This is an optimization exercise on Yosys and OpenROAD, whose aim is small area, a short achievable clock period and few clock cycles per item, not a production implementation.
RTL that was checked went through simulation tests only; none was proved equivalent to the original.

== alpha ==
==> flow/design.v (excerpt) <==
module apb_slave (
  input  logic        PCLK,
  input  logic        PRESETn,
  input  logic [31:0] PADDR,
  input  logic        PSEL,
  input  logic        PENABLE,
  input  logic        PWRITE,
  input  logic [31:0] PWDATA,
  output logic [31:0] PRDATA,
  output logic        PREADY,
  output logic        PSLVERR
);
==> module apb_slave, before the edit <==
module apb_slave (
  input  logic        PCLK,
  input  logic        PRESETn,
  input  logic [31:0] PADDR,
  input  logic        PSEL,
  input  logic        PENABLE,
  input  logic        PWRITE,
  input  logic [31:0] PWDATA,
  output logic [31:0] PRDATA,
  output logic        PREADY,
  output logic        PSLVERR
);
  logic [15:0] [31:0] registers;
  logic [15:0]        written;
  logic [15:0]        wsel;
  logic       addr_valid;
  logic [15:0] addr_dec;
  assign addr_valid = (PADDR[31:6] == 0);
  assign addr_dec   = 16'b1 << PADDR[5:2];
  always_ff @(posedge PCLK or negedge PRESETn) begin
    if (!PRESETn) begin
      wsel    <= '0;
      written <= '0;
    end else begin
      wsel    <= (PSEL && !PENABLE && PWRITE && addr_valid) ? addr_dec : 16'b0;
      written <= written | wsel;
    end
  end
  always_ff @(posedge PCLK) begin
    for (int i = 0; i < 16; i++)
      if (wsel[i])
        registers[i] <= PWDATA;
  end
  logic [31:0] rdata;
  logic [15:0] rsel;
  apb_rsel u_rsel (.idx(PADDR[5:2]), .written(written), .sel(rsel));
  always_comb begin
    rdata = '0;
    for (int i = 0; i < 16; i++)
      rdata = rdata | (registers[i] & {32{rsel[i]}});
  end
  always_ff @(posedge PCLK) begin
    PRDATA  <= rdata;
    PSLVERR <= !addr_valid;
  end
  assign PREADY = 1'b1;
endmodule
clock: 5.0 ns
lec_check: 0
cap_margin: 20
core_margin: 2
core_utilization: 40
cts_cluster_diameter: 100
cts_cluster_size: 30
setup_slack_margin: 2.5
slew_margin: 20
synth_hierarchical: 1
run.sh (not shown) runs the stock make flow with config.mk's settings and CLKGATE_MAP_FILE= SYNTH_SCRIPT=/design/flow/synth_recipe.tcl, a recipe that flattens the netlist after the stock synthesis.
Changes in gamma relative to alpha:
==> flow/design.v, changed modules only <==
module apb_slave (
  input  logic        PCLK,
  input  logic        PRESETn,
  input  logic [31:0] PADDR,
  input  logic        PSEL,
  input  logic        PENABLE,
  input  logic        PWRITE,
  input  logic [31:0] PWDATA,
  output logic [31:0] PRDATA,
  output logic        PREADY,
  output logic        PSLVERR
);
  logic [15:0] [31:0] registers;
  logic [15:0]        written;
  logic               wr_pending;
  logic        addr_valid;
  logic [15:0] addr_dec;
  logic [15:0] wen;
  assign addr_valid = (PADDR[31:6] == 0);
  assign addr_dec   = 16'b1 << PADDR[5:2];
  assign wen        = wr_pending ? addr_dec : 16'b0;
  always_ff @(posedge PCLK or negedge PRESETn) begin
    if (!PRESETn) begin
      wr_pending <= 1'b0;
      written    <= '0;
    end else begin
      wr_pending <= PSEL && !PENABLE && PWRITE && addr_valid;
      written    <= written | wen;
    end
  end
  always_ff @(posedge PCLK) begin
    for (int i = 0; i < 16; i++)
      if (wen[i])
        registers[i] <= PWDATA;
  end
  logic [31:0] rdata;
  logic [15:0] rsel;
  apb_rsel u_rsel (.idx(PADDR[5:2]), .written(written), .sel(rsel));
  always_comb begin
    rdata = '0;
    for (int i = 0; i < 16; i++)
      rdata = rdata | (registers[i] & {32{rsel[i]}});
  end
  always_ff @(posedge PCLK) begin
    PRDATA  <= rdata;
    PSLVERR <= !addr_valid;
  end
  assign PREADY = 1'b1;
endmodule
### Flow results
- The final wirelength reported for gamma is smaller than that of alpha by about 2.3%.
- Setup slack in gamma is smaller than in alpha.
- The flip-flop and latch count of gamma is lower than that of alpha.
- gamma vs. alpha: combined global-route utilization of all metal layers went up, sequential share of layout area went down.
No functional check of the RTL was part of any run of this note.


v6:
apb_slave, a different RTL version from the one above (not shown whole).
Size in the first run: about 20000 µm² of cells after synthesis.
==> module apb_slave, before the edit <==
module apb_slave (
  input  logic        PCLK,
  input  logic        PRESETn,
  input  logic [31:0] PADDR,
  input  logic        PSEL,
  input  logic        PENABLE,
  input  logic        PWRITE,
  input  logic [31:0] PWDATA,
  output logic [31:0] PRDATA,
  output logic        PREADY,
  output logic        PSLVERR
);
  logic [15:0] [31:0] registers;
  logic [15:0]        written;
  logic               wr_pending;
  logic        addr_valid;
  logic [15:0] addr_dec;
  logic [15:0] wen;
  assign addr_valid = (PADDR[31:6] == 0);
  assign addr_dec   = 16'b1 << PADDR[5:2];
  assign wen        = wr_pending ? addr_dec : 16'b0;
  always_ff @(posedge PCLK or negedge PRESETn) begin
    if (!PRESETn) begin
      wr_pending <= 1'b0;
      written    <= '0;
    end else begin
      wr_pending <= PSEL && !PENABLE && PWRITE && addr_valid;
      written    <= written | wen;
    end
  end
  always_ff @(posedge PCLK) begin
    for (int i = 0; i < 16; i++)
      if (wen[i])
        registers[i] <= PWDATA;
  end
  logic [31:0] rdata;
  logic [15:0] rsel_lo, rsel_hi;
  apb_rsel u_rsel_lo (.idx(PADDR[5:2]), .written(written), .sel(rsel_lo));
  apb_rsel u_rsel_hi (.idx(PADDR[5:2]), .written(written), .sel(rsel_hi));
  always_comb begin
    rdata = '0;
    for (int i = 0; i < 16; i++) begin
      rdata[15:0]  = rdata[15:0]  | (registers[i][15:0]  & {16{rsel_lo[i]}});
      rdata[31:16] = rdata[31:16] | (registers[i][31:16] & {16{rsel_hi[i]}});
    end
  end
  always_ff @(posedge PCLK) begin
    PRDATA  <= rdata;
    PSLVERR <= !addr_valid;
  end
  assign PREADY = 1'b1;
endmodule
clock: 5.0 ns
lec_check: 0
cap_margin: 20
core_margin: 2
core_utilization: 40
cts_cluster_diameter: 100
cts_cluster_size: 30
setup_slack_margin: 2.8
slew_margin: 20
synth_hierarchical: 1
standard.sh (not shown) runs the stock make flow with config.mk's settings and CLKGATE_MAP_FILE= SYNTH_SCRIPT=/design/flow/synth_recipe.tcl, a recipe that flattens the netlist after the stock synthesis.
==> flow/flow/run.sh <==
#!/bin/bash
# The standard layout, with every port buffered by a plain buf_1 (ORFS's
# buffer_ports otherwise picks a delay cell); repair_timing resizes as needed.
set -euo pipefail
bash standard.sh finish "BUFFER_PORTS_ARGS=-buffer_cell sky130_fd_sc_hd__buf_1" > standard.log 2>&1
> inputs changed (v6 -> v7)
==> flow/design.v <==
module apb_slave (
  input  logic        PCLK,
  input  logic        PRESETn,
  input  logic [31:0] PADDR,
  input  logic        PSEL,
  input  logic        PENABLE,
  input  logic        PWRITE,
  input  logic [31:0] PWDATA,
  output logic [31:0] PRDATA,
  output logic        PREADY,
  output logic        PSLVERR
);
  logic [15:0] [31:0] registers;
  logic [15:0]        written;
  logic [15:0]        wen;
  logic        addr_valid;
  logic [15:0] addr_dec;
  assign addr_valid = (PADDR[31:6] == 0);
  assign addr_dec   = 16'b1 << PADDR[5:2];
  always_ff @(posedge PCLK or negedge PRESETn) begin
    if (!PRESETn) begin
      wen        <= '0;
      written    <= '0;
    end else begin
      wen        <= (PSEL && !PENABLE && PWRITE && addr_valid) ? addr_dec : 16'b0;
      written    <= written | wen;
    end
  end
  always_ff @(posedge PCLK) begin
    for (int i = 0; i < 16; i++)
      if (wen[i])
        registers[i] <= PWDATA;
  end
  logic [31:0] rdata;
  logic [15:0] rsel_lo, rsel_hi;
  apb_rsel u_rsel_lo (.idx(PADDR[5:2]), .written(written), .sel(rsel_lo));
  apb_rsel u_rsel_hi (.idx(PADDR[5:2]), .written(written), .sel(rsel_hi));
  for (genvar b = 0; b < 32; b++) begin : g_rd
    logic [15:0] s;
    logic [5:0]  p;
    logic [1:0]  h;
    assign s = (b < 16) ? rsel_lo : rsel_hi;
    for (genvar k = 0; k < 5; k++) begin : g_p
      apb_aoi222 u_p (.a(s[3*k]), .b(registers[3*k][b]), .c(s[3*k+1]), .d(registers[3*k+1][b]),
                      .e(s[3*k+2]), .f(registers[3*k+2][b]), .y(p[k]));
    end
    assign p[5] = !(s[15] && registers[15][b]);
    apb_nand3 u_h0 (.a(p[0]), .b(p[1]), .c(p[2]), .y(h[0]));
    apb_nand3 u_h1 (.a(p[3]), .b(p[4]), .c(p[5]), .y(h[1]));
    assign rdata[b] = h[0] | h[1];
  end
  always_ff @(posedge PCLK) begin
    PRDATA  <= rdata;
    PSLVERR <= !addr_valid;
  end
  assign PREADY = 1'b1;
endmodule
module apb_rsel (
  input  logic [3:0]  idx,
  input  logic [15:0] written,
  output logic [15:0] sel
);
  assign sel = (16'b1 << idx) & written;
endmodule
module apb_aoi222 (input logic a, b, c, d, e, f, output logic y);
  assign y = !((a && b) || (c && d) || (e && f));
endmodule
module apb_nand3 (input logic a, b, c, output logic y);
  assign y = !(a && b && c);
endmodule
Results
- Against v6, v7 comes in about 1.1% lower on placement-stage cell area.
- Final cell area excluding filler cells | v7 below v6
- v7 against v6: final cell count without fillers -1.4%, met2 demand-to-capacity share in global routing -5.0 points.
- Between v7 and v6, the difference in post-route clock period utilization is negligible.
- There was hardly any difference in x dimension of the die between v6 and v7.
- v7 contains fewer vias than v6.
- Diff v6 -> v7: non-clock buffering overhead in the final layout now smaller, fill cell total of the finished layout has decreased.
Testbench counts of v7, summed over its fixed seeds: cycles 32,000, transfers 16,000.
The RTL of v6 was laid out without a check of its function.

[afterwards: timing with drivers on the ports]
Ports are ideal in the flow. The routed layouts listed here were re-timed in OpenROAD. Step 1 assumes that a clkbuf_16 drives the clock port and a buf_2 every other input. Step 2, shift: input delay + t, output delay - t, t = (earliest + latest rising clock arrival at the registers) / 2. This alone moves slack from input paths to output paths. a / b / c = ideal / step 1 / step 2; a / b = the first two.
run	shift t [ns]	slack for setup (ns)	latest minus earliest clock arrival (ns)
alpha	0.604	2.561 / 2.509 / 2.015	0.031 / 0.030
gamma	0.625	2.524 / 2.494 / 1.922	0.036 / 0.037
v6	0.619	2.840 / 2.819 / 2.240	0.014 / 0.014
v7	0.609	2.834 / 2.829 / 2.248	0.031 / 0.031
After both steps every run listed still meets setup and hold. The setup slack of gamma, which loses most, moves by -0.030 ns with the drivers and by -0.602 ns with both steps.
